From an optimization exercise on the open Yosys and OpenROAD flow, aimed at small area; shortcuts taken in it are not production practice.
In this exercise RTL edits were held to simulation tests only and were not proved equivalent to the original.
The clock cells of runs 4 to 7 come from the design's own scripts or RTL, not from TritonCTS.
The clock port is modelled as an ideal driver, which makes a skipped or thinned clock tree look cheaper than it is; a real chip needs a root buffer or a tree.
Power and IR drop assume default switching activity.

==> flow/design.v <==
module ds1302_all_time_rw #(
    parameter sys_clk_freq = 50_000_000,
    parameter ds1302_clk_speed = 200_000
)
(
    input wire sclk,
    input wire nrst,
    input wire set_trig,
    input wire get_trig,
    input wire[63:0] bcd_time_set,
    output reg[63:0] bcd_time_get,
    output wire ds1302_ce,
    output wire ds1302_sclk,
    output wire ds1302_io_out,
    output wire ds1302_io_oe,
    input wire ds1302_io_in
);
reg [5:0] pre;
wire stp = (pre == 6'b100000);
always @(posedge sclk or negedge nrst) begin
    if (!nrst) pre <= 6'b000001;
    else pre <= {pre[4:0], ~(pre[5] ^ pre[4]) ^ stp};
end
reg [4:0] u;
reg [1:0] g;
reg [3:0] q;
reg get;
wire in_xfer = !u[4] || u[0];
wire wait_st = u[4] && !u[0] && g[1] && !g[0];
wire post    = u[4] && !u[0] && !(g[1] && !g[0]);
wire idle    = (q == 4'd0) && u[4] && !u[0] && (g[1] || g[0]);
wire accept  = idle && (set_trig ^ get_trig);
wire start   = wait_st && stp && (q != 4'd0);
always @(posedge sclk or negedge nrst) begin
    if (!nrst) begin
        u <= 5'd16;
        g <= 2'b10;
        q <= 4'd0;
    end
    else if (accept) begin
        u <= 5'd16;
        g <= 2'b01;
        q <= 4'd9;
    end
    else if (post || (in_xfer && stp)) begin
        g <= {g[0], ~g[1]};
        if (g[1] && !g[0]) u <= u + 1'b1;
    end
    else if (start) begin
        u <= 5'd31;
        q <= q - 1'b1;
    end
end
always @(posedge sclk)
    if (idle) get <= get_trig;
wire [2:0] r = q[3] ? 3'd7 : q[2:0];
wire [7:0] cmd = {1'b1, 3'b000, r, get};
wire [7:0] dat = bcd_time_set[{r, 3'b000} +: 8];
assign ds1302_ce     = in_xfer;
assign ds1302_sclk   = !u[4] && g[0] && !(get && u[3:0] == 4'b1111);
assign ds1302_io_oe  = !(get && !u[4] && (u[3] || (u[2:0] == 3'b111 && g == 2'b10)));
assign ds1302_io_out = !u[4] && (u[3] ? dat[u[2:0]] : cmd[u[2:0]]);
wire shift = get && stp && !u[4] && g == 2'b10 &&
             (u[3] ? (u[2:0] != 3'b111) : (u[2:0] == 3'b111));
wire [63:0] shifted;
genvar k;
generate
    for (k = 0; k < 8; k = k + 1) begin : g_byte
        assign shifted[8*k+6 -: 7] = bcd_time_get[8*k+7 -: 7];
        if (k == 0) begin : g_in
            assign shifted[7] = ds1302_io_in;
        end else begin : g_link
            assign shifted[8*k+7] = bcd_time_get[8*k-8];
        end
    end
endgenerate
always @(posedge sclk or negedge nrst) begin
    if (!nrst) bcd_time_get <= 64'd0;
    else if (shift) bcd_time_get <= shifted;
end
endmodule
==> flow/flow/run.sh <==
#!/bin/bash
# Standard ORFS layout with these changes:
#  - synthesis maps the logic with ABC's area-oriented mapper (flow/synth.tcl);
#  - every input and output port gets the smallest buffer;
#  - CTS inserts no dummy loads, and after CTS the clock tree is rebuilt as a
#    single buffer driving all flip-flops (flow/clock.tcl).
set -euo pipefail
cd "$(dirname "$0")/.."
W=$PWD
cat >> config.mk <<EOC
export BUFFER_PORTS_ARGS = -buffer_cell sky130_fd_sc_hd__buf_1
export CTS_ARGS = -sink_clustering_enable -repair_clock_nets -dont_use_dummy_load -buf_list sky130_fd_sc_hd__clkbuf_8
export POST_CTS_TCL = $W/flow/clock.tcl
EOC
export CLOCK_ROOT_BUF=sky130_fd_sc_hd__clkbuf_16
export CLOCK_PORT=sclk
export AREA_ABC_SCRIPT=$W/flow/area.abc
export FLOW_SYNTH_TCL=$W/synth_recipe.tcl
sed "s|SYNTH_SCRIPT=[^ ]*|SYNTH_SCRIPT=$W/flow/synth.tcl|" standard.sh > own_standard.sh
grep -q "SYNTH_SCRIPT=$W/flow/synth.tcl" own_standard.sh
bash own_standard.sh > own_standard.log 2>&1
==> flow/flow/area.abc <==
strash
dch -f
amap -m
==> flow/flow/clock.tcl <==
# POST_CTS hook: replace the H-tree that CTS built with a single clock buffer
# that the clock port drives and that drives every flip-flop clock pin, so all
# registers see the same clock arrival. Then legalize the placement again.
set block [ord::get_db_block]
set db [ord::get_db]
set buf_master [$db findMaster $::env(CLOCK_ROOT_BUF)]
set port_net [$block findNet $::env(CLOCK_PORT)]

# the clock buffers CTS inserted, and the flip-flop clock pins they drive
set old_bufs {}
set old_nets {}
set sinks {}
proc walk {net} {
  global old_bufs old_nets sinks
  foreach it [$net getITerms] {
    if { ![$it isInputSignal] } { continue }
    set inst [$it getInst]
    set m [[$inst getMaster] getName]
    if { [string match "sky130_fd_sc_hd__clkbuf_*" $m] } {
      lappend old_bufs $inst
      set out [$inst findITerm X]
      set onet [$out getNet]
      if { $onet ne "NULL" } {
        lappend old_nets $onet
        walk $onet
      }
    } else {
      lappend sinks $it
    }
  }
}
walk $port_net
puts "clock.tcl: [llength $old_bufs] CTS buffers, [llength $sinks] clock sinks"

set net [odb::dbNet_create $block clknet_root_$::env(CLOCK_PORT)]
$net setSigType CLOCK
set buf [odb::dbInst_create $block $buf_master clkbuf_root_$::env(CLOCK_PORT)]
[$buf findITerm A] connect $port_net
[$buf findITerm X] connect $net
set sx 0
set sy 0
foreach it $sinks {
  $it disconnect
  $it connect $net
  set b [[$it getInst] getBBox]
  set sx [expr {$sx + ([$b xMin] + [$b xMax]) / 2}]
  set sy [expr {$sy + ([$b yMin] + [$b yMax]) / 2}]
}
foreach inst $old_bufs { odb::dbInst_destroy $inst }
foreach n $old_nets { odb::dbNet_destroy $n }
set n [llength $sinks]
$buf setLocation [expr {$sx / $n}] [expr {$sy / $n}]
$buf setPlacementStatus PLACED
detailed_placement
check_placement -verbose
estimate_parasitics -placement
report_clock_min_period
report_check_types -max_slew -max_capacitance
set worst 0
foreach it $sinks {
  set pin [get_pins [[$it getInst] getName]/[[$it getMTerm] getName]]
  foreach s [get_property $pin slew_max] {
    if { $s > $worst } { set worst $s }
  }
}
puts "clock.tcl: worst clock pin slew (estimate) $worst"
==> flow/flow/synth.tcl <==
# The standard synthesis (synth_recipe.tcl), with ABC's technology mapping
# done for area (amap) instead of ORFS's delay-driven script.
proc abc {args} {
  set i [lsearch -exact $args -script]
  set args [lreplace $args [expr {$i + 1}] [expr {$i + 1}] $::env(AREA_ABC_SCRIPT)]
  puts "abc (area script): $args"
  yosys abc {*}$args
}
source $::env(FLOW_SYNTH_TCL)
==> flow/standard.sh <==
#!/bin/bash
# synth_recipe.tcl (not shown) runs the flow's synth.tcl, then flattens the netlist and writes it again
# the make line also repeats each setting of config.mk as NAME=value (left out here)
make -C /OpenROAD-flow-scripts/flow DESIGN_CONFIG=/design/flow/config.mk WORK_HOME=/design/flow/orfs CLKGATE_MAP_FILE= SYNTH_SCRIPT=/design/flow/synth_recipe.tcl "${@:-finish}"
==> flow/config.mk <==
export PLATFORM = sky130hd
export DESIGN_NAME = ds1302_all_time_rw
export DESIGN_NICKNAME = ds1302_all_time_rw
export VERILOG_FILES = /design/flow/design.v
export SDC_FILE = /design/flow/constraint.sdc
export NUM_CORES = 4
export LEC_CHECK = 0
export CAP_MARGIN = 20
export CORE_MARGIN = 2
export CORE_UTILIZATION = 40
export SLEW_MARGIN = 20
export BUFFER_PORTS_ARGS = -buffer_cell sky130_fd_sc_hd__buf_1
export CTS_ARGS = -sink_clustering_enable -repair_clock_nets -dont_use_dummy_load -buf_list sky130_fd_sc_hd__clkbuf_8
export POST_CTS_TCL = /design/flow/flow/clock.tcl
==> flow/constraint.sdc <==
create_clock -name core_clock -period 10.0 [get_ports {sclk}]
set_input_delay 2.0000 -clock core_clock [delete_from_list [all_inputs] [get_ports {sclk}]]
set_output_delay 2.0000 -clock core_clock [all_outputs]
set_load 0.01 [all_outputs]
==> impl_metrics.csv, run 1 <==
group,metric,value,unit
run_status,status,"did not finish",
floorplan,row_count,34,
floorplan,initial_utilization,40.7,%
synth,yosys_warnings,1,
synth,ys_ff_latch,82,
synth,syn_inst,294,
placed_design,dp_hpwl,5.60,mm
run_status,haltStage,"4_1_cts",
placed_design,dp.cells,542,
synth,yosys.cell_types.count,31,
floorplan,io_pins,137,
synth,yosys.area.top_type,"dfrtp_1",
synth,synth_common_cells,"dfrtp_1, o22a_1, clkinv_1",
synth,synth_nets,366,
synth,yosysMostFrequentCell,"dfrtp_1",
synth,synth_area,3500,um^2
run_status,tool.error,"Error: cts.tcl, 90 divide by zero",
synth,avgSynthCellArea,11.9,um^2
synth,synth_area_leaders,"dfrtp_1, o22a_1, o22ai_1, o221ai_1, clkinv_1",
floorplan,die_x,97.5,um
synth,yosysTopAreaCellShare,55.8,%
synth,yosys_most_used_dff,"dfrtp_1",
synth,synth_edf_count,1,
synth,ys_seq_area_share,58.9,%
floorplan,fp.dieH,97.5,um
clocking,clock-sinks,82,
synth,async_reset_ff_share,98.8,%
placed_design,gp_congestion,0.805,
placed_design,portBuffers,136,
[kinds of logic after synthesis]
kind of cell	Yosys count	synth area share, %
buffers and inverters	23	2.47
flip-flops	82	58.9
adder cells (fa/ha/maj)	3	1.07
AND/OR/NAND/NOR	40	4.86
AO/OA/AOI/OAI	146	32.7
[power by group through the flow]
stage	registers, mW	logic (mW)	clock network, mW
floorplan	0.339	0.00740	0
global placement	0.338	0.0248	0
detailed placement	0.338	0.0250	0
[worst max-delay path by stage]
stage	start	cells after the start	end	slack (ns)
floorplan	pre[1]	6	bcd_time_get[0]	2.84
global placement	bcd_time_set[49]	10	ds1302_io_out	4.69
detailed placement	bcd_time_set[49]	10	ds1302_io_out	4.67
[per-stage QoR]
stage | cell area, um^2 | worst slack [ns] | hold WS, ns
2_1_floorplan | 3500 | 2.84 | 0.346
3_3_place_gp | 4200 | 4.69 | 0.358
3_5_place_dp | 4200 | 4.67 | 0.360
==> run 2, diff against run 1 <==
--- a/flow/flow/run.sh
+++ b/flow/flow/run.sh
@@ -12,7 +12,8 @@
 export CTS_ARGS = -sink_clustering_enable -repair_clock_nets -dont_use_dummy_load -buf_list sky130_fd_sc_hd__clkbuf_8
 export POST_CTS_TCL = $W/flow/clock.tcl
 EOC
-export CLOCK_ROOT_BUF=sky130_fd_sc_hd__clkbuf_16
+export CLOCK_LEAF_BUF=sky130_fd_sc_hd__clkbuf_8
+export CLOCK_LEAVES=4
 export CLOCK_PORT=sclk
 export AREA_ABC_SCRIPT=$W/flow/area.abc
 export FLOW_SYNTH_TCL=$W/synth_recipe.tcl
==> flow/flow/clock.tcl (replaced) <==
# POST_CTS hook: replace the tree that CTS built with CLOCK_LEAVES (1, 2 or 4)
# buffers of type CLOCK_LEAF_BUF, each driven straight from the clock port and
# driving the flip-flops of one region of the die (split at the median x, then
# at the median y). Then legalize the placement again.
set block [ord::get_db_block]
set db [ord::get_db]
set buf_master [$db findMaster $::env(CLOCK_LEAF_BUF)]
set port_net [$block findNet $::env(CLOCK_PORT)]
set nleaves $::env(CLOCK_LEAVES)

# the clock buffers CTS inserted, and the clock pins they drive
set old_bufs {}
set old_nets {}
set sinks {}
proc walk {net} {
  global old_bufs old_nets sinks
  foreach it [$net getITerms] {
    if { [$it getIoType] ne "INPUT" } { continue }
    set inst [$it getInst]
    set m [[$inst getMaster] getName]
    if { [string match "sky130_fd_sc_hd__clkbuf_*" $m] } {
      lappend old_bufs $inst
      set onet [[$inst findITerm X] getNet]
      if { $onet ne "NULL" } {
        lappend old_nets $onet
        walk $onet
      }
    } else {
      lappend sinks $it
    }
  }
}
walk $port_net
puts "clock.tcl: [llength $old_bufs] CTS buffers, [llength $sinks] clock sinks"

proc center {it} {
  set b [[$it getInst] getBBox]
  return [list [expr {([$b xMin] + [$b xMax]) / 2}] [expr {([$b yMin] + [$b yMax]) / 2}]]
}
proc split_by {items axis} {
  set keyed {}
  foreach it $items { lappend keyed [list [lindex [center $it] $axis] $it] }
  set keyed [lsort -integer -index 0 $keyed]
  set half [expr {[llength $keyed] / 2}]
  set a {}
  set b {}
  set i 0
  foreach k $keyed {
    if { $i < $half } { lappend a [lindex $k 1] } else { lappend b [lindex $k 1] }
    incr i
  }
  return [list $a $b]
}
if { $nleaves == 1 } {
  set groups [list $sinks]
} elseif { $nleaves == 2 } {
  set groups [split_by $sinks 0]
} else {
  set groups {}
  foreach h [split_by $sinks 0] {
    foreach q [split_by $h 1] { lappend groups $q }
  }
}

foreach inst $old_bufs { odb::dbInst_destroy $inst }
foreach n $old_nets { odb::dbNet_destroy $n }

set k 0
foreach grp $groups {
  set net [odb::dbNet_create $block clknet_leaf_${k}_$::env(CLOCK_PORT)]
  $net setSigType CLOCK
  set buf [odb::dbInst_create $block $buf_master clkbuf_leaf_${k}_$::env(CLOCK_PORT)]
  [$buf findITerm A] connect $port_net
  [$buf findITerm X] connect $net
  set sx 0
  set sy 0
  foreach it $grp {
    $it disconnect
    $it connect $net
    lassign [center $it] x y
    set sx [expr {$sx + $x}]
    set sy [expr {$sy + $y}]
  }
  set n [llength $grp]
  $buf setLocation [expr {$sx / $n}] [expr {$sy / $n}]
  $buf setPlacementStatus PLACED
  puts "clock.tcl: buffer $k drives $n sinks"
  incr k
}
detailed_placement
check_placement -verbose
estimate_parasitics -placement
set worst 0
foreach it $sinks {
  set pin [get_pins [[$it getInst] getName]/[[$it getMTerm] getName]]
  foreach s [get_property $pin slew_max] {
    if { $s > $worst } { set worst $s }
  }
}
puts "clock.tcl: worst clock pin slew (placement estimate) $worst"
--- a/flow/config.mk
+++ b/flow/config.mk
@@ -7,7 +7,7 @@
 export LEC_CHECK = 0
 export CAP_MARGIN = 20
 export CORE_MARGIN = 2
-export CORE_UTILIZATION = 40
+export CORE_UTILIZATION = 60
 export SLEW_MARGIN = 20
 export BUFFER_PORTS_ARGS = -buffer_cell sky130_fd_sc_hd__buf_1
 export CTS_ARGS = -sink_clustering_enable -repair_clock_nets -dont_use_dummy_load -buf_list sky130_fd_sc_hd__clkbuf_8
==> impl_metrics.csv, run 2 <==
group,metric,value,unit
placed_design,portBuffers,136,
floorplan,io_pins,137,
run_status,tool.error,"Error: cts.tcl, 90 divide by zero",
synth,async_reset_ff_share,98.8,%
synth,synth_common_cells,"dfrtp_1, o22a_1, clkinv_1",
placed_design,gp_congestion,0.819,
floorplan,die_x,80.4,um
synth,synth_area_leaders,"dfrtp_1, o22a_1, o22ai_1, o221ai_1, clkinv_1",
synth,synth_nets,366,
run_status,haltStage,"4_1_cts",
clocking,clock-sinks,82,
floorplan,fp.dieH,80.4,um
placed_design,dp.cells,506,
synth,yosys_warnings,1,
floorplan,initial_utilization,62.8,%
placed_design,dp_hpwl,6.05,mm
synth,yosysTopAreaCellShare,55.8,%
synth,synth_area,3500,um^2
synth,syn_inst,294,
run_status,status,"did not finish",
synth,ys_seq_area_share,58.9,%
synth,yosys.cell_types.count,31,
synth,avgSynthCellArea,11.9,um^2
synth,synth_edf_count,1,
synth,yosys.area.top_type,"dfrtp_1",
synth,yosys_most_used_dff,"dfrtp_1",
floorplan,row_count,27,
synth,yosysMostFrequentCell,"dfrtp_1",
synth,ys_ff_latch,82,
## run 2: cell counts after synthesis
Identical to the previous run, type by type.
## run 2: kinds of logic after synthesis
| kind of cell | count (synthesis) | share of synthesized area (%) |
|---|---|---|
| compound gates | 146 | 32.7 |
| fa+ha+maj | 3 | 1.07 |
| buf+inv | 23 | 2.47 |
| simple gates | 40 | 4.86 |
| flops | 82 | 58.9 |
## run 2: how the worst max path moves through the flow
stage	start	endpoint	slack, ns
3_5_place_dp	bcd_time_set[63]	ds1302_io_out	4.66
2_1_floorplan	pre[1]	bcd_time_get[0]	2.84
3_3_place_gp	bcd_time_set[63]	ds1302_io_out	4.64
## run 2: stage by stage
step	total power, mW	util [%]	hold slack (ns)	instance area, um^2	setup slack, ns
global placement	0.363	74.5	0.356	4150	4.64
detailed placement	0.363	74.5	0.368	4150	4.66
floorplan	0.346	-	0.346	3500	2.84
## run 2: power by group through the flow
| stage | Combinational (mW) | Sequential, mW | Clock, mW |
|---|---|---|---|
| global placement | 0.0247 | 0.338 | 0 |
| detailed placement | 0.0249 | 0.338 | 0 |
| floorplan | 0.00740 | 0.339 | 0 |
==> run 3, diff against run 2 <==
--- a/flow/flow/run.sh
+++ b/flow/flow/run.sh
@@ -10,10 +10,8 @@
 cat >> config.mk <<EOC
 export BUFFER_PORTS_ARGS = -buffer_cell sky130_fd_sc_hd__buf_1
 export CTS_ARGS = -sink_clustering_enable -repair_clock_nets -dont_use_dummy_load -buf_list sky130_fd_sc_hd__clkbuf_8
-export POST_CTS_TCL = $W/flow/clock.tcl
 EOC
-export CLOCK_LEAF_BUF=sky130_fd_sc_hd__clkbuf_8
-export CLOCK_LEAVES=4
+export CLOCK_ROOT_BUF=sky130_fd_sc_hd__clkbuf_16
 export CLOCK_PORT=sclk
 export AREA_ABC_SCRIPT=$W/flow/area.abc
 export FLOW_SYNTH_TCL=$W/synth_recipe.tcl
--- a/flow/config.mk
+++ b/flow/config.mk
@@ -11,4 +11,3 @@
 export SLEW_MARGIN = 20
 export BUFFER_PORTS_ARGS = -buffer_cell sky130_fd_sc_hd__buf_1
 export CTS_ARGS = -sink_clustering_enable -repair_clock_nets -dont_use_dummy_load -buf_list sky130_fd_sc_hd__clkbuf_8
-export POST_CTS_TCL = /design/flow/flow/clock.tcl
==> impl_metrics.csv, run 3 <==
group,metric,value,unit
run_status,status,"complete, no violations",
routing,dr_total_vias,3184,
synth,synth_nets,366,
routing,routedWlPerCell,16.9,um
global_route,antenna_found_initial,0,
final_layout,largest_reg_flops,64,
clocking,clk_latency,0.35,ns
sta,fin_skew,0.0206,ns
worst_setup_path,cp_data_arrival_time,3.33,ns
worst_setup_path,reg2reg_from,"pre[1]",
floorplan,fp.dieArea,6460,um^2
final_layout,fin_cells,515,
worst_setup_path,cp_cell_sequence,"buf_1, o221ai_1, and3_1, a31oi_1, o32a_1, a221oi_1, nor3_1, buf_1",
sta,maxSlewViolCount,0,
power_and_ir_drop,p_leak,1.76,nW
synth,ys_ff_latch,82,
placed_design,dp_hpwl,6.05,mm
synth,async_reset_ff_share,98.8,%
final_layout,layout_commonest_cell,"buf_1",
sta,finalSetupTns,0,ns
synth,yosysTopAreaCellShare,55.8,%
synth,yosys_most_used_dff,"dfrtp_1",
final_layout,syn_to_final_growth,22.3,%
global_route,gr-total-overflow,0,
synth,synth_area,3500,um^2
worst_setup_path,startpoint,"bcd_time_set[63]",
worst_setup_path,rr_worst_depth,8,
sta,worst_pin_slew,0.897,ns
worst_setup_path,worst_setup_path_start_kind,"input pin",
routing,ant_nets,0,
worst_setup_path,crit_buf_inv,2,
sta,period_needed,5.33,ns
synth,ys_seq_area_share,58.9,%
power_and_ir_drop,seqPwrFrac,61.7,%
synth,yosysMostFrequentCell,"dfrtp_1",
final_layout,drive_gt1_share,4.06,%
global_route,grtUsageTotal,27.2,%
floorplan,die_x,80.4,um
floorplan,core_area,5570,um^2
synth,synth_edf_count,1,
clocking,clock-sinks,82,
sta,final-setup-viol-count,0,
final_layout,final_cell_mix,"buf_1, dfrtp_1, o22a_1",
sta,fin_crit_sh,53.3,%
synth,synth_common_cells,"dfrtp_1, o22a_1, clkinv_1",
routing,first_iter_violations,208,
power_and_ir_drop,pwr-share-clk,33.6,%
job,drv_cap,0,
floorplan,row_count,27,
placed_design,gp_congestion,0.819,
routing,post-route-drc-count,0,
power_and_ir_drop,ir_worst_vdd,0.000116,V
routing,wl,8.71,mm
power_and_ir_drop,power_frac_comb,4.7,%
synth,yosys.area.top_type,"dfrtp_1",
synth,synth_area_leaders,"dfrtp_1, o22a_1, o22ai_1, o221ai_1, clkinv_1",
synth,avgSynthCellArea,11.9,um^2
worst_setup_path,path_class,"input pin to output pin",
placed_design,dp.cells,506,
floorplan,fp.dieH,80.4,um
power_and_ir_drop,swShare,21.2,%
floorplan,initial_utilization,62.8,%
worst_setup_path,r2r_setup_slack,7.06,ns
synth,syn_inst,294,
final_layout,top_register,"bcd_time_get",
global_route,first_global_vias,2897,
clocking,tritoncts,"built",
global_route,grt_pass1_wl,13.3,mm
worst_setup_path,critPathMaxStageDelay,0.29,ns
worst_setup_path,cp_max_fo,1,
sta,rsz0062_at_grt,"false",
routing,drtPass1Iterations,4,
worst_setup_path,cp_top_family,"compound AO/OA/AOI/OAI gates",
sta,fmax,0.187,GHz
worst_setup_path,endpoint,"ds1302_io_out",
power_and_ir_drop,total_power,0.538,mW
floorplan,io_pins,137,
synth,yosys_warnings,1,
worst_setup_path,path_depth,8,
final_layout,antenna_cells,0,
power_and_ir_drop,intPower,0.424,mW
power_and_ir_drop,power.switching,0.114,mW
clocking,clk_pin_slew_worst_paths,0.07,ns
placed_design,portBuffers,136,
worst_setup_path,r2r_end,"bcd_time_get[45]",
worst_setup_path,slowest_stage,"o32a_1",
worst_setup_path,required,8.00,ns
worst_setup_path,endpoint_kind,"output pin",
worst_setup_path,crit_path_frequent_cell,"buf_1",
hold_path,hp-class,"flop to flop",
synth,yosys.cell_types.count,31,
sta,slew_headroom,39.9,%
sta,hold_viol,0,
final_layout,reg_top3,"bcd_time_get: 64 flops, pre: 6 flops, u: 5 flops",
power_and_ir_drop,power_density,126,nW/um^2
global_route,grt_start_max_net_pins,82,
final_layout,nets,517,
routing,via_per_inst,6.18,
run 3: area by class of cell, without the clock buffers:
class	count	area (um^2)
Sequential cell	82	2060
Multi-Input combinational cell	189	1370
Fill cell	414	1290
Timing Repair Buffer	140	548
Tap cell	72	90.1
Inverter	23	86.3
run 3: power by group through the flow:
stage | registers, mW | logic [mW] | clock network (mW)
finish | 0.332 | 0.0252 | 0.181
global route | 0.332 | 0.0283 | 0.194
detailed placement | 0.338 | 0.0249 | 0
global placement | 0.338 | 0.0247 | 0
floorplan | 0.339 | 0.00740 | 0
run 3: worst min-delay path by stage:
stage                 from     end  slack, ns  depth (start not counted)
floorplan           pre[2]  pre[3]       0.35                          0
global placement    pre[2]  pre[3]       0.36                          0
detailed placement  pre[1]  pre[2]       0.37                          0
global route        pre[1]  pre[2]       0.40                          0
finish              pre[1]  pre[2]       0.38                          0
run 3: worst reg2reg max path, stage by stage, from the launching register on:
cell       delay [ns]
dfrtp_1          0.38
or4_1            0.52
nor2_1           0.15
clkinv_1         0.18
a2111oi_4        0.22
buf_4            0.59
clkinv_1         0.17
buf_4            0.35
o22a_1           0.28
run 3: logic make-up (layout without fill, tap and decap cells):
kind of cell    Yosys count  in the layout  synth area share, %
compound gates          146            146                 32.7
fa+ha+maj                 3              3                 1.07
buf+inv                  23            172                 2.47
flops                    82             82                 58.9
simple gates             40             40                 4.86
run 3: stage by stage:
step / util, % / cell area, um^2 / setup slack (ns) / hold slack, ns
3_5_place_dp: 74.5 / 4150 / 4.66 / 0.368
2_1_floorplan: - / 3500 / 2.84 / 0.346
6_report: 76.8 / 4280 / 4.67 / 0.380
3_3_place_gp: 74.5 / 4150 / 4.64 / 0.356
5_1_grt: 76.8 / 4280 / 4.47 / 0.398
run 3: routing by layer:
layer / up-vias / wire [um] / track usage [%]
met5: - / 0 / 0
met4: 0 / 150 / 11.4
met3: 17 / 605 / 6.85
met2: 130 / 4220 / 45.3
met1: 1543 / 3740 / 34.0
li1: 1494 / - / -
==> run 4, diff against run 3 <==
==> flow/flow/run.sh (replaced) <==
#!/bin/bash
# Standard ORFS layout with these changes:
#  - synthesis maps the logic with ABC's area-oriented mapper (flow/synth.tcl);
#  - every input and output port gets the smallest buffer;
#  - CTS inserts no dummy loads, and after CTS the clock tree is rebuilt as one
#    root buffer driving four leaf buffers, each driving the flip-flops of one
#    quarter of the die (flow/clock.tcl).
set -euo pipefail
cd "$(dirname "$0")/.."
W=$PWD
cat >> config.mk <<EOC
export BUFFER_PORTS_ARGS = -buffer_cell sky130_fd_sc_hd__buf_1
export CTS_ARGS = -sink_clustering_enable -repair_clock_nets -dont_use_dummy_load -buf_list sky130_fd_sc_hd__clkbuf_8
export POST_CTS_TCL = $W/flow/clock.tcl
EOC
export CLOCK_ROOT_BUF=sky130_fd_sc_hd__clkbuf_4
export CLOCK_LEAF_BUF=sky130_fd_sc_hd__buf_4
export CLOCK_LEAVES=8
export CLOCK_PORT=sclk
export AREA_ABC_SCRIPT=$W/flow/area.abc
export FLOW_SYNTH_TCL=$W/synth_recipe.tcl
sed "s|SYNTH_SCRIPT=[^ ]*|SYNTH_SCRIPT=$W/flow/synth.tcl|" standard.sh > own_standard.sh
grep -q "SYNTH_SCRIPT=$W/flow/synth.tcl" own_standard.sh
bash own_standard.sh > own_standard.log 2>&1
==> flow/flow/clock.tcl (replaced) <==
set block [ord::get_db_block]
set db [ord::get_db]
set port_net [$block findNet $::env(CLOCK_PORT)]
set nleaves $::env(CLOCK_LEAVES)

namespace eval ::clkfix {
  variable old_bufs {}
  variable old_nets {}
  variable sinks {}
}

# the clock buffers CTS inserted, and the clock pins they drive
proc ::clkfix::walk {net} {
  variable old_bufs
  variable old_nets
  variable sinks
  foreach it [$net getITerms] {
    if { [$it getIoType] ne "INPUT" } { continue }
    set inst [$it getInst]
    set m [[$inst getMaster] getName]
    if { [string match "sky130_fd_sc_hd__clkbuf_*" $m] } {
      lappend old_bufs $inst
      set onet [[$inst findITerm X] getNet]
      if { $onet ne "NULL" } {
        lappend old_nets $onet
        ::clkfix::walk $onet
      }
    } else {
      lappend sinks $it
    }
  }
}

proc ::clkfix::center {it} {
  set b [[$it getInst] getBBox]
  return [list [expr {([$b xMin] + [$b xMax]) / 2}] [expr {([$b yMin] + [$b yMax]) / 2}]]
}

proc ::clkfix::split_by {items axis} {
  set keyed {}
  foreach it $items { lappend keyed [list [lindex [::clkfix::center $it] $axis] $it] }
  set keyed [lsort -integer -index 0 $keyed]
  set half [expr {[llength $keyed] / 2}]
  set a {}
  set b {}
  set i 0
  foreach k $keyed {
    if { $i < $half } { lappend a [lindex $k 1] } else { lappend b [lindex $k 1] }
    incr i
  }
  return [list $a $b]
}

# a new buffer or inverter cell, its input on net in, its output on net out
proc ::clkfix::add_cell {block master name in out} {
  set inst [odb::dbInst_create $block $master $name]
  foreach m [$master getMTerms] {
    set sig [$m getSigType]
    if { $sig eq "POWER" || $sig eq "GROUND" } { continue }
    if { [$m getIoType] eq "OUTPUT" } {
      [$inst findITerm [$m getName]] connect $out
    } else {
      [$inst findITerm [$m getName]] connect $in
    }
  }
  return $inst
}

::clkfix::walk $port_net
set sinks $::clkfix::sinks
puts "clock.tcl: [llength $::clkfix::old_bufs] CTS buffers, [llength $sinks] clock sinks"

set groups [list $sinks]
set axis 0
while { [llength $groups] < $nleaves } {
  set next {}
  foreach grp $groups {
    foreach h [::clkfix::split_by $grp $axis] { lappend next $h }
  }
  set groups $next
  set axis [expr {1 - $axis}]
}

foreach inst $::clkfix::old_bufs { odb::dbInst_destroy $inst }
foreach n $::clkfix::old_nets { odb::dbNet_destroy $n }

set port $::env(CLOCK_PORT)
set leaf_in $port_net
if { $::env(CLOCK_ROOT_BUF) ne "" } {
  set leaf_in [odb::dbNet_create $block clknet_root_$port]
  $leaf_in setSigType CLOCK
  set root [::clkfix::add_cell $block [$db findMaster $::env(CLOCK_ROOT_BUF)] \
    clkbuf_root_$port $port_net $leaf_in]
}

set leaf_master [$db findMaster $::env(CLOCK_LEAF_BUF)]
set rx 0
set ry 0
set k 0
foreach grp $groups {
  set net [odb::dbNet_create $block clknet_leaf_${k}_$port]
  $net setSigType CLOCK
  set buf [::clkfix::add_cell $block $leaf_master clkbuf_leaf_${k}_$port $leaf_in $net]
  set sx 0
  set sy 0
  foreach it $grp {
    $it disconnect
    $it connect $net
    lassign [::clkfix::center $it] x y
    set sx [expr {$sx + $x}]
    set sy [expr {$sy + $y}]
  }
  set n [llength $grp]
  set bx [expr {$sx / $n}]
  set by [expr {$sy / $n}]
  $buf setLocation $bx $by
  $buf setPlacementStatus PLACED
  set rx [expr {$rx + $bx}]
  set ry [expr {$ry + $by}]
  puts "clock.tcl: leaf $k drives $n sinks"
  incr k
}
if { $::env(CLOCK_ROOT_BUF) ne "" } {
  $root setLocation [expr {$rx / $k}] [expr {$ry / $k}]
  $root setPlacementStatus PLACED
}

detailed_placement
check_placement -verbose
estimate_parasitics -placement
set worst 0
foreach it $sinks {
  set pin [get_pins [[$it getInst] getName]/[[$it getMTerm] getName]]
  foreach s [get_property $pin slew_max] {
    if { $s > $worst } { set worst $s }
  }
}
puts "clock.tcl: worst clock pin slew (placement estimate) $worst"
--- a/flow/config.mk
+++ b/flow/config.mk
@@ -11,3 +11,4 @@
 export SLEW_MARGIN = 20
 export BUFFER_PORTS_ARGS = -buffer_cell sky130_fd_sc_hd__buf_1
 export CTS_ARGS = -sink_clustering_enable -repair_clock_nets -dont_use_dummy_load -buf_list sky130_fd_sc_hd__clkbuf_8
+export POST_CTS_TCL = /design/flow/flow/clock.tcl
==> impl_metrics.csv, run 4 <==
group,metric,value,unit
run_status,status,"complete, no violations",
synth,synth_top_family_by_area,"compound AO/OA/AOI/OAI gates",
floorplan,initial_utilization,62.8,%
floorplan,row_count,27,
routing,via_per_inst,6.11,
routing,first_iter_violations,169,
synth,yosys.area_share.simple,4.86,%
final_layout,drive_gt1_share,4.06,%
power_and_ir_drop,p_leak,1.74,nW
global_route,gr-total-overflow,0,
floorplan,core_area,5570,um^2
synth,synth_edf_count,1,
placed_design,gp_congestion,0.819,
synth,async_reset_ff_share,98.8,%
synth,yosysTopAreaCellShare,55.8,%
placed_design,dp.cells,506,
synth,synthAdderAreaFrac,1.07,%
final_layout,reg_top3,"bcd_time_get: 64 flops, pre: 6 flops, u: 5 flops",
sta,rsz0062_at_grt,"false",
worst_setup_path,cp_data_arrival_time,3.38,ns
final_layout,nets,517,
worst_setup_path,endpoint_kind,"output pin",
clocking,clk_pin_slew_worst_paths,0.11,ns
synth,yosysMostFrequentCell,"dfrtp_1",
power_and_ir_drop,ir_worst_vdd,0.0000923,V
synth,synth_nets,366,
synth,ys_ff_latch,82,
final_layout,final_cell_mix,"buf_1, dfrtp_1, o22a_1",
final_layout,largest_reg_flops,64,
synth,synth_common_cells,"dfrtp_1, o22a_1, clkinv_1",
synth,ys_seq_area_share,58.9,%
routing,dr_total_vias,3145,
final_layout,top_register,"bcd_time_get",
sta,timing.final.ws_setup,4.62,ns
synth,synth_area,3500,um^2
placed_design,dp_hpwl,6.05,mm
sta,hold_viol,0,
worst_setup_path,r2r_setup_slack,7.06,ns
placed_design,dpl-instance-area,4150,um^2
placed_design,place_ws,4.66,ns
global_route,grt_start_max_net_pins,82,
worst_setup_path,cp_max_fo,29,
final_layout,layout_commonest_cell,"buf_1",
sta,maxSlewViolCount,0,
synth,yosys_warnings,1,
synth,yosys_most_used_dff,"dfrtp_1",
synth,synth_xor_area_share,0,%
worst_setup_path,path_class,"flop to output pin",
final_layout,antenna_cells,0,
final_layout,syn_to_final_growth,20.7,%
routing,ant_nets,0,
routing,drtPass1Iterations,4,
synth,syn_inst,294,
global_route,first_global_vias,2892,
worst_setup_path,endpoint,"ds1302_io_out",
final_layout,final_area,4220,um^2
global_route,grt_pass1_wl,13.3,mm
sta,final-setup-viol-count,0,
sta,fin_skew,0.0188,ns
routing,post-route-drc-count,0,
sta,finalSetupTns,0,ns
synth,synth_area_leaders,"dfrtp_1, o22a_1, o22ai_1, o221ai_1, clkinv_1",
synth,synthMuxAreaShare,0,%
placed_design,portBuffers,136,
clocking,clock-sinks,82,
power_and_ir_drop,total_power,0.496,mW
global_route,antenna_found_initial,0,
sta,worst_pin_slew,0.916,ns
worst_setup_path,slowest_stage,"clkinv_1",
floorplan,fp.dieArea,6460,um^2
sta,period_needed,5.38,ns
power_and_ir_drop,power_density,117,nW/um^2
routing,wl,8.64,mm
synth,yosys.area.top_type,"dfrtp_1",
worst_setup_path,cp_cell_sequence,"nor2_1, buf_4, clkinv_1, o221ai_1, and3_1, a31oi_1, o32a_1, a221oi_1, nor3_1, buf_1",
sta,slew_headroom,38.7,%
worst_setup_path,rr_worst_depth,8,
floorplan,die_x,80.4,um
worst_setup_path,startpoint,"q[0]",
final_layout,fin_cells,515,
clocking,clk_latency,0.40,ns
hold_path,hp-class,"flop to flop",
floorplan,io_pins,137,
synth,avgSynthCellArea,11.9,um^2
worst_setup_path,r2r_end,"bcd_time_get[43]",
floorplan,fp.dieH,80.4,um
final_layout,fill_cells,416,
worst_setup_path,worst_setup_path_start_kind,"flop",
synth,yosys.cell_types.count,31,
worst_setup_path,critPathMaxStageDelay,0.60,ns
synth,synth_compound_area_share,32.7,%
job,drv_cap,0,
worst_setup_path,reg2reg_from,"pre[1]",
worst_setup_path,required,8.00,ns
routing,routedWlPerCell,16.8,um
sta,fmax,0.186,GHz
global_route,grtUsageTotal,26.1,%
sta,fin_crit_sh,53.8,%
-- run 4: metal layers --
metal,vias up,part of all wire (%),track usage (%)
met4,0,1.5,6.10
li1,1493,-,-
met5,-,0,0
met3,13,7.8,5.39
met1,1507,42,33.1
met2,132,49,46.1
-- run 4: layout make-up --
cell class	count	area [um^2]	share of cell area (%)
Sequential cell	82	2060	48.8
Multi-Input combinational cell	189	1370	32.4
Timing Repair Buffer	140	548	13.0
Tap cell	72	90.1	2.13
Inverter	23	86.3	2.04
Buffer	9	67.6	1.60
-- run 4: critical path: cells and delay by family, from the launching register on --
family / cells / cell delay [ns]
compound gates: 4 / 1.08
buf+inv: 3 / 1.03
flops: 1 / 0.47
simple gates: 3 / 0.41
-- run 4: worst min-delay path by stage --
stage	startpoint	endpoint	slack [ns]	cells after the start
after floorplan	pre[2]	pre[3]	0.35	0
after global placement	pre[2]	pre[3]	0.36	0
after detailed placement	pre[1]	pre[2]	0.37	0
after global routing	pre[4]	pre[5]	0.40	0
final	pre[1]	pre[2]	0.39	0
-- run 4: cells by family after synthesis --
group / after synthesis
compound gates: 146
fa+ha+maj: 3
buf+inv: 23
flops: 82
simple gates: 40
-- run 4: per-stage QoR --
stage                     utilization (%)  hold slack (ns)
after floorplan                         -            0.346
after global routing                 75.8            0.403
final                                75.8            0.386
after detailed placement             74.5            0.368
after global placement               74.5            0.356
-- run 4: where the power goes --
group	switching, mW	total, mW	internal [mW]	leakage [nW]
clock network	0.0931	0.138	0.0453	0.0430
logic	0.0137	0.0252	0.0115	0.611
registers	0	0.332	0.332	1.09
total	0.107	0.496	0.389	1.74
==> run 5, diff against run 4 <==
--- a/flow/flow/run.sh
+++ b/flow/flow/run.sh
@@ -13,9 +13,9 @@
 export CTS_ARGS = -sink_clustering_enable -repair_clock_nets -dont_use_dummy_load -buf_list sky130_fd_sc_hd__clkbuf_8
 export POST_CTS_TCL = $W/flow/clock.tcl
 EOC
-export CLOCK_ROOT_BUF=sky130_fd_sc_hd__clkbuf_4
-export CLOCK_LEAF_BUF=sky130_fd_sc_hd__buf_4
-export CLOCK_LEAVES=8
+export CLOCK_ROOT_BUF=sky130_fd_sc_hd__clkbuf_2
+export CLOCK_LEAF_BUF=sky130_fd_sc_hd__buf_8
+export CLOCK_LEAVES=4
 export CLOCK_PORT=sclk
 export AREA_ABC_SCRIPT=$W/flow/area.abc
 export FLOW_SYNTH_TCL=$W/synth_recipe.tcl
==> impl_metrics.csv, run 5 <==
group,metric,value,unit
run_status,status,"complete, no violations",
worst_setup_path,cp_cell_sequence,"nor2_1, buf_4, clkinv_1, o221ai_1, and3_1, a31oi_1, o32a_1, a221oi_1, nor3_1, buf_1",
global_route,gr-total-overflow,0,
final_layout,layout_commonest_cell,"buf_1",
worst_setup_path,r2r_setup_slack,7.08,ns
placed_design,dpl-instance-area,4150,um^2
worst_setup_path,critPathMaxStageDelay,0.61,ns
synth,yosysTopAreaCellShare,55.8,%
worst_setup_path,crit_buf_inv,3,
floorplan,die_x,80.4,um
routing,dr_total_vias,3145,
synth,synth_edf_count,1,
sta,timing.hold.ws,0.375,ns
power_and_ir_drop,ir_worst_vdd,0.000114,V
global_route,grt_pass1_wl,13.2,mm
job,drv_cap,0,
sta,finalSetupTns,0,ns
clocking,clk_pin_slew_worst_paths,0.11,ns
final_layout,syn_to_final_growth,20.6,%
synth,yosys_most_used_dff,"dfrtp_1",
synth,synth_nets,366,
synth,ys_ff_latch,82,
synth,yosysMostFrequentCell,"dfrtp_1",
routing,via_per_inst,6.15,
global_route,grt_start_max_net_pins,82,
final_layout,nets,513,
worst_setup_path,slowest_stage,"clkinv_1",
final_layout,largest_reg_flops,64,
synth,ys_seq_area_share,58.9,%
sta,fin_skew,0.0136,ns
placed_design,portBuffers,136,
final_layout,final_cell_mix,"buf_1, dfrtp_1, o22a_1",
power_and_ir_drop,power.switching,0.105,mW
global_route,first_global_vias,2866,
worst_setup_path,r2r_end,"bcd_time_get[18]",
power_and_ir_drop,swShare,21.3,%
sta,slew_headroom,39.9,%
sta,rsz0062_at_grt,"false",
synth,synth_common_cells,"dfrtp_1, o22a_1, clkinv_1",
floorplan,core_area,5570,um^2
power_and_ir_drop,seqPwrFrac,67.1,%
sta,worst_pin_slew,0.898,ns
worst_setup_path,endpoint_kind,"output pin",
synth,synth_area,3500,um^2
worst_setup_path,cp_max_fo,29,
floorplan,fp.dieH,80.4,um
worst_setup_path,cp_data_arrival_time,3.42,ns
floorplan,io_pins,137,
hold_path,hp-class,"flop to flop",
clocking,clk_latency,0.43,ns
synth,yosys.cell_types.count,31,
floorplan,fp.dieArea,6460,um^2
routing,ant_nets,0,
sta,hold_viol,0,
routing,first_iter_violations,192,
synth,async_reset_ff_share,98.8,%
placed_design,dp_hpwl,6.05,mm
worst_setup_path,rr_worst_depth,8,
synth,synth_area_leaders,"dfrtp_1, o22a_1, o22ai_1, o221ai_1, clkinv_1",
power_and_ir_drop,pwr-share-clk,27.8,%
sta,maxSlewViolCount,0,
floorplan,row_count,27,
sta,final-setup-viol-count,0,
synth,avgSynthCellArea,11.9,um^2
hold_path,hold_path_end,"pre[5]",
power_and_ir_drop,power_frac_comb,5.1,%
placed_design,gp_congestion,0.819,
routing,post-route-drc-count,0,
synth,yosys.area.top_type,"dfrtp_1",
final_layout,antenna_cells,0,
routing,drtPass1Iterations,4,
sta,fmax,0.184,GHz
final_layout,drive_gt1_share,3.19,%
worst_setup_path,path_class,"flop to output pin",
floorplan,initial_utilization,62.8,%
clocking,clock-sinks,82,
worst_setup_path,reg2reg_from,"pre[1]",
global_route,antenna_found_initial,0,
worst_setup_path,cp_top_family,"compound AO/OA/AOI/OAI gates",
worst_setup_path,required,8.00,ns
final_layout,top_register,"bcd_time_get",
power_and_ir_drop,p_leak,1.73,nW
sta,period_needed,5.42,ns
final_layout,reg_top3,"bcd_time_get: 64 flops, pre: 6 flops, u: 5 flops",
final_layout,final_area,4220,um^2
synth,syn_inst,294,
hold_path,hold_path.startpoint,"pre[4]",
sta,fin_crit_sh,54.2,%
routing,routedWlPerCell,16.7,um
synth,yosys_warnings,1,
hold_path,hold-path-cell-count,0,
power_and_ir_drop,power_density,117,nW/um^2
worst_setup_path,worst_setup_path_start_kind,"flop",
global_route,grtUsageTotal,25.7,%
power_and_ir_drop,intPower,0.389,mW
routing,wl,8.55,mm
==> run 5: worst reg2reg max path: cells and delay by family, from the launching register on <==
kind | cells | cell delay (ns)
flops | 1 | 0.39
simple gates | 2 | 0.67
compound gates | 2 | 0.49
buf+inv | 4 | 1.28
==> run 5: worst max-delay path by stage <==
stage,slack [ns],start,endpoint,cells after the start
after floorplan,2.84,pre[1],bcd_time_get[0],6
after global placement,4.64,bcd_time_set[63],ds1302_io_out,8
after detailed placement,4.66,bcd_time_set[63],ds1302_io_out,8
after global routing,4.34,q[0],ds1302_io_out,10
final,4.58,q[0],ds1302_io_out,10
==> run 5: stage by stage <==
step	util, %	std cells	power [mW]	setup slack [ns]
finish	75.7	511	0.495	4.58
global route	75.7	511	0.510	4.34
detailed placement	74.5	506	0.363	4.66
global placement	74.5	506	0.363	4.64
floorplan	-	294	0.346	2.84
==> run 5: power groups by stage <==
| stage | sequential, mW | combinational, mW | clock [mW] |
|---|---|---|---|
| floorplan | 0.339 | 0.00740 | 0 |
| global placement | 0.338 | 0.0247 | 0 |
| finish | 0.332 | 0.0252 | 0.137 |
| global route | 0.332 | 0.0283 | 0.150 |
| detailed placement | 0.338 | 0.0249 | 0 |
==> run 5: cell type report <==
cell class | count | area (um^2)
inverter | 23 | 86.3
fill | 416 | 1350
buffer | 5 | 65.1
tap | 72 | 90.1
multi-input combinational | 189 | 1370
sequential | 82 | 2060
timing repair buffer | 140 | 548
==> run 5: logic make-up after synthesis <==
logic type | synth area share, %
compound gates | 32.7
fa+ha+maj | 1.07
buf+inv | 2.47
flops | 58.9
simple gates | 4.86
==> run 5: routing by layer <==
layer,vias up,GRT usage [%],routed length (um)
li1,1491,-,-
met1,1515,33.6,3620
met2,125,45.3,4200
met3,14,4.61,596
met4,0,5.25,132
met5,-,0,0
==> run 6, diff against run 5 <==
--- a/flow/flow/run.sh
+++ b/flow/flow/run.sh
@@ -1,6 +1,7 @@
 #!/bin/bash
 # Standard ORFS layout with these changes:
-#  - synthesis maps the logic with ABC's area-oriented mapper (flow/synth.tcl);
+#  - synthesis maps the logic with ABC's area-oriented mapper, keeping the
+#    smallest of a few ABC scripts (flow/synth.tcl, flow/abc/);
 #  - every input and output port gets the smallest buffer;
 #  - CTS inserts no dummy loads, and after CTS the clock tree is rebuilt as one
 #    root buffer driving four leaf buffers, each driving the flip-flops of one
@@ -14,10 +15,10 @@
 export POST_CTS_TCL = $W/flow/clock.tcl
 EOC
 export CLOCK_ROOT_BUF=sky130_fd_sc_hd__clkbuf_2
-export CLOCK_LEAF_BUF=sky130_fd_sc_hd__buf_8
+export CLOCK_LEAF_BUF=sky130_fd_sc_hd__buf_12
 export CLOCK_LEAVES=4
 export CLOCK_PORT=sclk
-export AREA_ABC_SCRIPT=$W/flow/area.abc
+export AREA_ABC_DIR=$W/flow/abc
 export FLOW_SYNTH_TCL=$W/synth_recipe.tcl
 sed "s|SYNTH_SCRIPT=[^ ]*|SYNTH_SCRIPT=$W/flow/synth.tcl|" standard.sh > own_standard.sh
 grep -q "SYNTH_SCRIPT=$W/flow/synth.tcl" own_standard.sh
==> flow/flow/abc/amap.abc (new file) <==
strash
dch -f
amap
==> flow/flow/abc/amap_long.abc (new file) <==
strash
dch -f
amap -m -F 4 -A 10 -C 1000
==> flow/flow/abc/amap_mux.abc (new file) <==
strash
dch -f
amap -m
==> flow/flow/abc/amap_twice.abc (new file) <==
strash
dch -f
amap -m
strash
dch -f
amap -m
==> flow/flow/abc/resyn_amap.abc (new file) <==
strash
balance
rewrite
refactor
balance
rewrite
rewrite -z
balance
refactor -z
rewrite -z
balance
balance
rewrite
refactor
balance
rewrite
rewrite -z
balance
refactor -z
rewrite -z
balance
dch -f
amap -m
==> flow/flow/abc/synch_amap.abc (new file) <==
strash
&get -n
&synch2
&put
dch -f
amap -m
==> flow/flow/synth.tcl (replaced) <==
# The standard synthesis (synth_recipe.tcl), with ABC's technology mapping
# done for area: each script in flow/abc/ maps the logic with ABC's
# area-oriented mapper (amap) after a different restructuring, and the
# smallest result (by the library's cell areas) is kept. Only the
# combinational logic changes; the flip-flops are mapped before this step.
proc abc {args} {
  set i [lsearch -exact $args -script]
  set lib_args {}
  foreach lib $::env(LIB_FILES) { lappend lib_args -liberty $lib }
  yosys design -save before_abc
  set best ""
  set best_area 0
  foreach script [lsort [glob $::env(AREA_ABC_DIR)/*.abc]] {
    yosys design -load before_abc
    yosys abc {*}[lreplace $args [expr {$i + 1}] [expr {$i + 1}] $script]
    set stat_file $::env(OBJECTS_DIR)/abc_area_[file rootname [file tail $script]].json
    yosys tee -q -o $stat_file stat -json {*}$lib_args
    set f [open $stat_file r]
    set text [read $f]
    close $f
    if { ![regexp {"area":\s*([0-9.eE+-]+)} $text -> area] } {
      error "no area in $stat_file"
    }
    puts "abc script [file tail $script]: area $area"
    if { $best eq "" || $area < $best_area } {
      set best $script
      set best_area $area
    }
  }
  puts "abc: keeping [file tail $best] (area $best_area)"
  yosys design -load before_abc
  yosys abc {*}[lreplace $args [expr {$i + 1}] [expr {$i + 1}] $best]
}
source $::env(FLOW_SYNTH_TCL)
removed: flow/flow/area.abc
==> impl_metrics.csv, run 6 <==
group,metric,value,unit
synth,yosysTopAreaCellShare,56.1,%
final_layout,nets,518,
synth,yosys.cell_types.count,26,
sta,fin_crit_sh,53.8,%
synth,synth_area,3480,um^2
routing,dr_total_vias,3144,
final_layout,drive_gt1_share,3.15,%
placed_design,dp.cells,511,
synth,synth_nets,372,
final_layout,fill_cells,424,
sta,rsz0062_at_grt,"false",
final_layout,seq_area,2060,um^2
floorplan,fp.dieH,80.2,um
floorplan,core_area,5540,um^2
placed_design,gp_congestion,0.905,
power_and_ir_drop,power_frac_comb,21.0,%
routing,top_layer_used,"met4",
sta,slew_headroom,36.8,%
floorplan,fp.dieArea,6430,um^2
worst_setup_path,critPathMaxStageDelay,0.27,ns
sta,period_needed,5.38,ns
final_layout,layout_commonest_cell,"buf_1",
power_and_ir_drop,ir_worst_vdd,0.000134,V
floorplan,io_pins,137,
final_layout,multi_input_area,1340,um^2
final_layout,fin_cells,516,
power_and_ir_drop,p_leak,1.75,nW
routing,wl,8.64,mm
routing,met3_length,591,um
power_and_ir_drop,power_density,159,nW/um^2
synth,syn_inst,300,
synth,avgSynthCellArea,11.6,um^2
power_and_ir_drop,seqPwrFrac,55.4,%
power_and_ir_drop,power.switching,0.200,mW
worst_setup_path,cp_top_family,"compound AO/OA/AOI/OAI gates",
final_layout,largest_reg_flops,64,
routing,wl_met2,4.28,mm
worst_setup_path,worst_setup_path_start_kind,"input pin",
worst_setup_path,cp_data_arrival_time,3.38,ns
floorplan,initial_utilization,62.9,%
power_and_ir_drop,intPower,0.468,mW
placed_design,dp_hpwl,6.16,mm
routing,wl_met1,3.66,mm
run_status,status,"complete, no violations",
worst_setup_path,required,8.00,ns
routing,post-route-drc-count,0,
floorplan,row_count,27,
final_layout,reg_top3,"bcd_time_get: 64 flops, pre: 6 flops, u: 5 flops",
global_route,grtUsageTotal,26.4,%
synth,yosys_warnings,1,
global_route,first_global_vias,2867,
sta,hold_viol,0,
global_route,antenna_found_initial,0,
final_layout,antenna_cells,0,
placed_design,place_ws,4.61,ns
job,drv_cap,0,
synth,yosys.area.top_type,"dfrtp_1",
floorplan,die_x,80.2,um
clocking,clk_latency,0.45,ns
sta,fin_skew,0.0106,ns
routing,first_iter_violations,173,
hold_path,hp-class,"flop to flop",
global_route,grt_pass1_wl,13.5,mm
sta,final-setup-viol-count,0,
synth,ys_ff_latch,82,
routing,drtPass1Iterations,6,
worst_setup_path,endpoint_kind,"output pin",
worst_setup_path,slowest_stage,"a311oi_1",
sta,worst_pin_slew,0.948,ns
sta,maxSlewViolCount,0,
clocking,clock-sinks,82,
sta,fmax,0.186,GHz
routing,routedWlPerCell,16.8,um
synth,synth_edf_count,1,
worst_setup_path,path_class,"input pin to output pin",
synth,yosys_most_used_dff,"dfrtp_1",
final_layout,syn_to_final_growth,20.9,%
final_layout,final_cell_mix,"buf_1, dfrtp_1, o22a_1",
sta,timing.final.ws_setup,4.62,ns
synth,async_reset_ff_share,98.8,%
final_layout,top_register,"bcd_time_get",
placed_design,portBuffers,136,
worst_setup_path,crit_buf_inv,2,
global_route,gr-total-overflow,0,
power_and_ir_drop,pwr-share-clk,23.7,%
power_and_ir_drop,swShare,29.9,%
worst_setup_path,cp_cell_sequence,"buf_1, o22ai_1, o22ai_1, nor2_1, a31oi_1, nor2_1, a221oi_1, a311oi_1, a311oi_1, buf_1",
routing,ant_nets,0,
synth,synth_area_leaders,"dfrtp_1, o22a_1, o22ai_1, a221oi_1, nor2_1",
synth,yosysMostFrequentCell,"dfrtp_1",
routing,via_per_inst,6.09,
clocking,clk_pin_slew_worst_paths,0.08,ns
worst_setup_path,cp_max_fo,1,
global_route,grt_start_max_net_pins,82,
sta,finalSetupTns,0,ns
synth,ys_seq_area_share,59.2,%
synth,synth_common_cells,"dfrtp_1, o22a_1, o22ai_1",
-- run 6: changes by cell type in the layout (fill, tap and decap cells not counted), sizes merged, moves of 2 or more --
cell | previous run | this run
nor2 | 22 | 24
o22a | 68 | 65
a311oi | 0 | 2
a21oi | 13 | 17
a221oi | 8 | 12
o32ai | 3 | 1
nand2 | 8 | 10
o22ai | 22 | 31
o21ai | 5 | 8
nor3 | 3 | 5
o221ai | 12 | 3
-- run 6: stage by stage --
stage | area, um^2 | power, mW | hold slack (ns) | utilization (%)
final | 4210 | 0.668 | 0.367 | 76.0
after global routing | 4210 | 0.698 | 0.380 | 76.0
after detailed placement | 4120 | 0.514 | 0.358 | 74.4
after global placement | 4100 | 0.509 | 0.359 | 74.1
after floorplan | 3480 | 0.464 | 0.346 | -
-- run 6: final cells by class --
cell class | count | share of cell area (%)
inverter | 23 | 2.05
buffer | 5 | 2.02
multi-input combinational | 195 | 31.8
timing repair buffer | 139 | 13.0
tap | 72 | 2.14
sequential | 82 | 48.9
-- run 6: cell families (layout without fill, tap and decap cells) --
kind of cell             Yosys count  count (layout)  share of synthesized area, %
flip-flops                        82              82                          59.2
AND/OR/NAND/NOR                   44              44                          5.28
AO/OA/AOI/OAI                    148             148                          32.0
buffers and inverters             23             167                          2.48
adder cells (fa/ha/maj)            3               3                          1.08
-- run 6: final timing paths --
check	from	end	slack, ns	cells after the start
setup / recovery	bcd_time_set[7]	ds1302_io_out	4.62	10
hold / removal	pre[3]	pre[4]	0.37	0
setup reg to reg	q[3]	u[4]	6.64	11
hold reg to reg	pre[3]	pre[4]	0.37	0
max in group asynchronous	nrst	bcd_time_get[9]	7.70	1
min in group asynchronous	nrst	bcd_time_get[7]	1.69	1
-- run 6: worst register-to-register path: cells and delay by family, from the launching register on --
| kind | cells | cell delay, ns |
|---|---|---|
| buffers and inverters | 2 | 0.79 |
| DFF | 1 | 0.42 |
| AOI/OAI and AO/OA | 5 | 0.89 |
| and+or+nand+nor | 4 | 1.19 |
-- run 6: power groups by stage --
| stage | sequential (mW) | clock, mW | combinational (mW) |
|---|---|---|---|
| 2_1_floorplan | 0.371 | 0 | 0.0939 |
| 3_3_place_gp | 0.375 | 0 | 0.134 |
| 3_5_place_dp | 0.375 | 0 | 0.139 |
| 5_1_grt | 0.372 | 0.171 | 0.155 |
| 6_report | 0.370 | 0.158 | 0.140 |
-- run 6: metal layers --
metal  vias up  GRT usage, %
li1       1497             -
met3        10          3.93
met2       123          45.5
met5         -             0
met1      1514          36.1
met4         0          4.92
==> run 7, diff against run 6 <==
--- a/flow/design.v
+++ b/flow/design.v
@@ -21,8 +21,10 @@
     if (!nrst) pre <= 6'b000001;
     else pre <= {pre[4:0], ~(pre[5] ^ pre[4]) ^ stp};
 end
-reg [4:0] u;
-reg [1:0] g;
+reg [4:0] ux;
+reg [1:0] gx;
+wire [4:0] u = ux ^ 5'b10000;
+wire [1:0] g = gx ^ 2'b10;
 reg [3:0] q;
 reg get;
 wire in_xfer = !u[4] || u[0];
@@ -33,21 +35,21 @@
 wire start   = wait_st && stp && (q != 4'd0);
 always @(posedge sclk or negedge nrst) begin
     if (!nrst) begin
-        u <= 5'd16;
-        g <= 2'b10;
+        ux <= 5'd0;
+        gx <= 2'b00;
         q <= 4'd0;
     end
     else if (accept) begin
-        u <= 5'd16;
-        g <= 2'b01;
+        ux <= 5'd0;
+        gx <= 2'b11;
         q <= 4'd9;
     end
     else if (post || (in_xfer && stp)) begin
-        g <= {g[0], ~g[1]};
-        if (g[1] && !g[0]) u <= u + 1'b1;
+        gx <= {g[0], ~g[1]} ^ 2'b10;
+        if (g[1] && !g[0]) ux <= (u + 1'b1) ^ 5'b10000;
     end
     else if (start) begin
-        u <= 5'd31;
+        ux <= 5'd15;
         q <= q - 1'b1;
     end
 end
--- a/flow/config.mk
+++ b/flow/config.mk
@@ -5,10 +5,10 @@
 export SDC_FILE = /design/flow/constraint.sdc
 export NUM_CORES = 4
 export LEC_CHECK = 0
-export CAP_MARGIN = 20
+export CAP_MARGIN = 10
 export CORE_MARGIN = 2
 export CORE_UTILIZATION = 60
-export SLEW_MARGIN = 20
+export SLEW_MARGIN = 10
 export BUFFER_PORTS_ARGS = -buffer_cell sky130_fd_sc_hd__buf_1
 export CTS_ARGS = -sink_clustering_enable -repair_clock_nets -dont_use_dummy_load -buf_list sky130_fd_sc_hd__clkbuf_8
 export POST_CTS_TCL = /design/flow/flow/clock.tcl
==> impl_metrics.csv, run 7 <==
group,metric,value,unit
sta,final-setup-viol-count,0,
final_layout,syn_to_final_growth,21.2,%
final_layout,reg_top3,"bcd_time_get: 64 flops, pre: 6 flops, ux: 5 flops",
synth,synth_edf_count,1,
placed_design,dp.cells,495,
hold_path,hold-path-cell-count,0,
sta,slew_headroom,30.8,%
global_route,first_global_vias,2824,
sta,finalSetupTns,0,ns
synth,avgSynthCellArea,12.3,um^2
synth,yosysMostFrequentCell,"dfrtp_1",
routing,post-route-drc-count,0,
synth,yosys_most_used_dff,"dfrtp_1",
synth,synth_common_cells,"dfrtp_1, o22a_1, clkinv_1",
synth,yosys_warnings,1,
floorplan,core_area,5540,um^2
job,drv_cap,0,
worst_setup_path,required,8.00,ns
synth,synth_area_leaders,"dfrtp_1, o22a_1, o221ai_1, o22ai_1, clkinv_1",
sta,rsz0062_at_grt,"false",
synth,async_reset_ff_share,98.8,%
sta,timing.hold.ws,0.395,ns
routing,first_iter_violations,136,
clocking,clock-sinks,82,
routing,wl,8.40,mm
final_layout,top_register,"bcd_time_get",
floorplan,initial_utilization,62.7,%
worst_setup_path,rr_worst_depth,11,
floorplan,fp.dieArea,6410,um^2
power_and_ir_drop,p_leak,1.73,nW
sta,fin_skew,0.00852,ns
final_layout,fin_cells,500,
routing,drtPass1Iterations,5,
power_and_ir_drop,total_power,0.516,mW
routing,via_per_inst,6.15,
placed_design,portBuffers,136,
synth,yosys.area.top_type,"dfrtp_1",
sta,timing.final.ws_setup,4.66,ns
routing,ant_nets,0,
final_layout,final_cell_mix,"buf_1, dfrtp_1, o22a_1",
global_route,grtUsageTotal,26.0,%
floorplan,row_count,27,
global_route,antenna_found_initial,0,
final_layout,largest_reg_flops,64,
power_and_ir_drop,ir_worst_vdd,0.000127,V
sta,fin_crit_sh,53.4,%
sta,period_needed,5.34,ns
final_layout,layout_commonest_cell,"buf_1",
synth,synth_nets,355,
power_and_ir_drop,power_density,123,nW/um^2
final_layout,antenna_cells,0,
synth,yosys.cell_types.count,32,
placed_design,dp_hpwl,5.87,mm
worst_setup_path,cp_data_arrival_time,3.34,ns
global_route,grt_start_max_net_pins,82,
global_route,grt_pass1_wl,13.3,mm
clocking,clk_pin_slew_worst_paths,0.09,ns
floorplan,io_pins,137,
worst_setup_path,worst_setup_path_start_kind,"flop",
hold_path,hp-class,"flop to flop",
synth,synth_area,3470,um^2
final_layout,nets,502,
floorplan,die_x,80.1,um
synth,yosysTopAreaCellShare,57.7,%
worst_setup_path,endpoint_kind,"output pin",
placed_design,place_ws,4.74,ns
global_route,gr-total-overflow,0,
run_status,status,"complete, no violations",
placed_design,gp_congestion,0.844,
worst_setup_path,path_class,"flop to output pin",
sta,worst_pin_slew,1.04,ns
final_layout,drive_gt1_share,2.80,%
synth,ys_seq_area_share,59.3,%
worst_setup_path,cp_max_fo,30,
sta,fmax,0.187,GHz
routing,dr_total_vias,3075,
synth,syn_inst,283,
routing,routedWlPerCell,16.8,um
clocking,clk_latency,0.46,ns
synth,ys_ff_latch,82,
sta,maxSlewViolCount,0,
floorplan,fp.dieH,80.1,um
sta,hold_viol,0,
==> run 7: cell count changes after synthesis, moves of 3 or more <==
cell      before  now
a21oi_1       17   14
a221oi_1      12    5
a22oi_1        0    3
clkinv_1      23   20
nand2_1       10    6
nand3_1        1    4
nor2_1        24   13
nor3_1         5    2
o221ai_1       3   15
o22ai_1       31   15
o32ai_1        1    6
==> run 7: critical path: stages, from the launching register on <==
cell,delay [ns]
dfrtp_1,0.43
nor2_1,0.13
buf_4,0.29
clkinv_1,0.65
a221oi_1,0.50
a21oi_1,0.09
o221ai_1,0.19
nand2_1,0.08
a311oi_1,0.27
a311oi_1,0.08
buf_1,0.15
==> run 7: cell families (layout without fill, tap and decap cells) <==
logic type / count (synthesis) / count (layout) / share of synthesized area (%)
AND/OR/NAND/NOR: 30 / 30 / 3.82
AO/OA/AOI/OAI: 148 / 148 / 33.7
adder cells (fa/ha/maj): 3 / 3 / 1.08
flip-flops: 82 / 82 / 59.3
buffers and inverters: 20 / 165 / 2.16
==> run 7: where the power goes <==
group | total (mW) | leakage (nW) | internal [mW] | switching, mW
Combinational | 0.0237 | 0.595 | 0.0109 | 0.0128
Sequential | 0.332 | 1.10 | 0.332 | 0
Clock | 0.160 | 0.0417 | 0.0638 | 0.0960
Total | 0.516 | 1.73 | 0.407 | 0.109
==> run 7: final cells by class <==
cell class / instances / area, um^2
plain buffers: 5 / 85.1
flip-flops and latches: 82 / 2060
fillers: 400 / 1330
well taps: 72 / 90.1
multi-input cells: 181 / 1360
inverters: 20 / 75.1
repair buffers: 140 / 544
==> run 7: per-stage QoR <==
step           utilization [%]  instance area [um^2]
2_1_floorplan                -                  3470
3_3_place_gp              74.4                  4120
3_5_place_dp              74.4                  4120
5_1_grt                   76.0                  4210
6_report                  76.0                  4210
==> run 7: path summary, 6_finish.rpt <==
kind | start | to | slack (ns)
setup reg to reg | q[3] | ux[4] | 6.59
max in group asynchronous | nrst | bcd_time_get[7] | 7.60
hold / removal | pre[2] | pre[3] | 0.40
hold reg to reg | pre[2] | pre[3] | 0.40
setup / recovery | q[3] | ds1302_io_out | 4.66
min in group asynchronous | nrst | pre[3] | 1.73
==> run 7: layer usage <==
| metal | track usage (%) | vias to the layer above | routed length [um] |
|---|---|---|---|
| met2 | 44.5 | 107 | 4150 |
| met1 | 34.9 | 1490 | 3540 |
| met3 | 5.73 | 7 | 639 |
| met4 | 4.58 | 0 | 68 |
| li1 | - | 1471 | - |
| met5 | 0 | - | 0 |

-- separate check: timing with driven ports --
No port has a modelled driver above. Below, the same layouts with a new extraction and two added sets of constraints. Step 1, drivers: a clkbuf_16 drives sclk and a buf_2 each remaining input, both assumed. Step 2, shift: input delay + t, output delay - t, t = (earliest + latest rising clock arrival at the registers) / 2. This alone moves slack from input paths to output paths. Three values: no drivers, after step 1, after step 2; two values: the first two.
run | t, ns | slack for setup (ns) | worst register clock-pin slew, ns | pins driven straight from the clock port
run 3 | 0.369 | 4.665 / 4.638 / 4.638 | 0.08 / 0.08 | 1
run 4 | 0.412 | 4.618 / 4.591 / 4.624 | 0.11 / 0.11 | 1
run 5 | 0.447 | 4.576 / 4.550 / 4.631 | 0.11 / 0.11 | 1
run 6 | 0.469 | 4.623 / 4.598 / 4.598 | 0.09 / 0.09 | 1
run 7 | 0.484 | 4.656 / 4.631 / 4.717 | 0.09 / 0.09 | 1
After both steps every run listed still meets setup and hold. For run 3, which loses most, drivers alone change the setup slack by -0.027 ns; drivers and shift together by -0.027 ns.
